Context: an optimization exercise on an open-source flow, tuned for small area. The choices shown serve that exercise and are no tape-out recipe.
The RTL was checked by simulation tests, not by an equivalence proof against the original design.

// snn_fpga_top
module snn_fpga_top (
    input wire clk,
    input wire rst_n,
    input wire [31:0] host_addr,
    input wire [31:0] host_data_in,
    output reg [31:0] host_data_out,
    input wire host_write_en,
    input wire host_read_en,
    input wire start_compute,
    output wire compute_done,
    input wire [63:0] pixel_buffer,     
    output reg [79:0] result_buffer     
);
Size in the first run: about 12,000 cells after synthesis, about 250 I/O pins, about 140,000 um^2 of cells after synthesis.
==> flow/config.mk <==
export PLATFORM = sky130hd
export DESIGN_NAME = snn_fpga_top
export DESIGN_NICKNAME = snn_fpga_top
export VERILOG_FILES = /design/flow/design.v
export SDC_FILE = /design/flow/constraint.sdc
export NUM_CORES = 4
export LEC_CHECK = 0
export CAP_MARGIN = 20
export CORE_MARGIN = 2
export CORE_UTILIZATION = 50
export SLEW_MARGIN = 20
==> flow/constraint.sdc <==
create_clock -name core_clock -period 15.0 [get_ports {clk}]
set_input_delay 3.0000 -clock core_clock [delete_from_list [all_inputs] [get_ports {clk}]]
set_output_delay 3.0000 -clock core_clock [all_outputs]
set_load 0.01 [all_outputs]
standard.sh (not shown) runs the stock make flow with config.mk's settings and CLKGATE_MAP_FILE= SYNTH_SCRIPT=/design/flow/synth_recipe.tcl, a recipe that flattens the netlist after the stock synthesis.
==> flow/flow/run.sh <==
#!/bin/bash
# Own layout flow: the standard synthesis, then the combinational logic between the
# registers and full adders is re-mapped with an area-oriented ABC script, then the standard flow's
# standard layout (floorplan .. finish) runs on that netlist. fapol.py first picks the
# polarity of each full adder cell so that fewer inverters are needed around them. Registers are untouched.
set -euo pipefail
WORK=$(pwd)
R=$WORK/orfs/results/${FLOW_PLATFORM}/snn_fpga_top/base
LIB=$FLOW_HOME/platforms/${FLOW_PLATFORM}/lib/sky130_fd_sc_hd__tt_025C_1v80.lib
YOSYS=$(command -v yosys || echo "$FLOW_HOME/../tools/install/yosys/bin/yosys")

bash standard.sh synth > "$WORK/flow_synth.log" 2>&1

cp "$R/1_2_yosys.v" "$WORK/std_synth.v"
python3 "$WORK/flow/fapol.py" "$WORK/std_synth.v" "$WORK/fapol.v" > "$WORK/flow_fapol.log" 2>&1
sed -e "s#@LIB@#$LIB#g" -e "s#@IN@#$WORK/fapol.v#g" -e "s#@OUT@#$WORK/resyn.v#g" \
    -e "s#@TOP@#${FLOW_TOP}#g" -e "s#@SCRIPT@#$WORK/flow/resyn.abc#g" "$WORK/flow/resyn.ys" > "$WORK/resyn_run.ys"
"$YOSYS" -s "$WORK/resyn_run.ys" > "$WORK/flow_resyn.log" 2>&1

# hand the re-mapped netlist to the standard flow
cp "$WORK/resyn.v" "$R/1_2_yosys.v"
rm -f "$R/1_synth.odb"
touch "$R/1_2_yosys.v"
# clock tree: larger sink clusters and no dummy loads (fewer, still balanced, clock buffers)
bash standard.sh finish \
    "CTS_ARGS=-sink_clustering_enable -repair_clock_nets -dont_use_dummy_load -sink_clustering_size 30 -sink_clustering_max_diameter 80" \
    > "$WORK/flow_layout.log" 2>&1
Other scripts of this flow, unchanged in this note and not shown: flow/flow/fapol.py, flow/flow/resyn.abc, flow/flow/resyn.ys
Edit:
--- a/flow/flow/run.sh
+++ b/flow/flow/run.sh
@@ -22,6 +22,6 @@
 rm -f "$R/1_synth.odb"
 touch "$R/1_2_yosys.v"
-# clock tree: larger sink clusters and no dummy loads (fewer, still balanced, clock buffers)
+# clock tree: no dummy loads
 bash standard.sh finish \
-    "CTS_ARGS=-sink_clustering_enable -repair_clock_nets -dont_use_dummy_load -sink_clustering_size 30 -sink_clustering_max_diameter 80" \
+    "CTS_ARGS=-sink_clustering_enable -repair_clock_nets -dont_use_dummy_load" \
     > "$WORK/flow_layout.log" 2>&1
The new run finished with timing, DRC and antenna clean.
First-iteration DRC count goes up by about 0.5%.
Final area rose by about 1.2%.
Global-route usage climbs by 0.19 points.
Utilization came out higher by 0.68 points.
Worst setup slack barely changes.
Via count is about the same.
Sequential share of layout area is lower by 0.38 points.
Synthesized cell count does not change.

what the ideal ports hide:
Ports are ideal in the flow. The routed layouts listed here were re-timed in OpenROAD. Step 1 sets driving cells, clkbuf_16 on the clock port and buf_2 on the other inputs (assumed; they add their load-dependent delay and slew). Step 2 adds t to the input delays and takes it off the output delays; t is the mean of the earliest and latest rising clock arrival at the registers after step 1. Input paths then give back, and output paths get back, about the clock's delay inside the block. a / b / c = ideal / step 1 / step 2; a / b = the first two.
run	t, ns	slack for setup (ns)	worst setup path at the end	cell pins on the clock port's net
the first run	0.933	3.943 / 3.943 / 3.943	register to register	1
the second run	0.983	3.943 / 3.943 / 3.943	register to register	1
After both steps setup and hold are still met in every run listed.
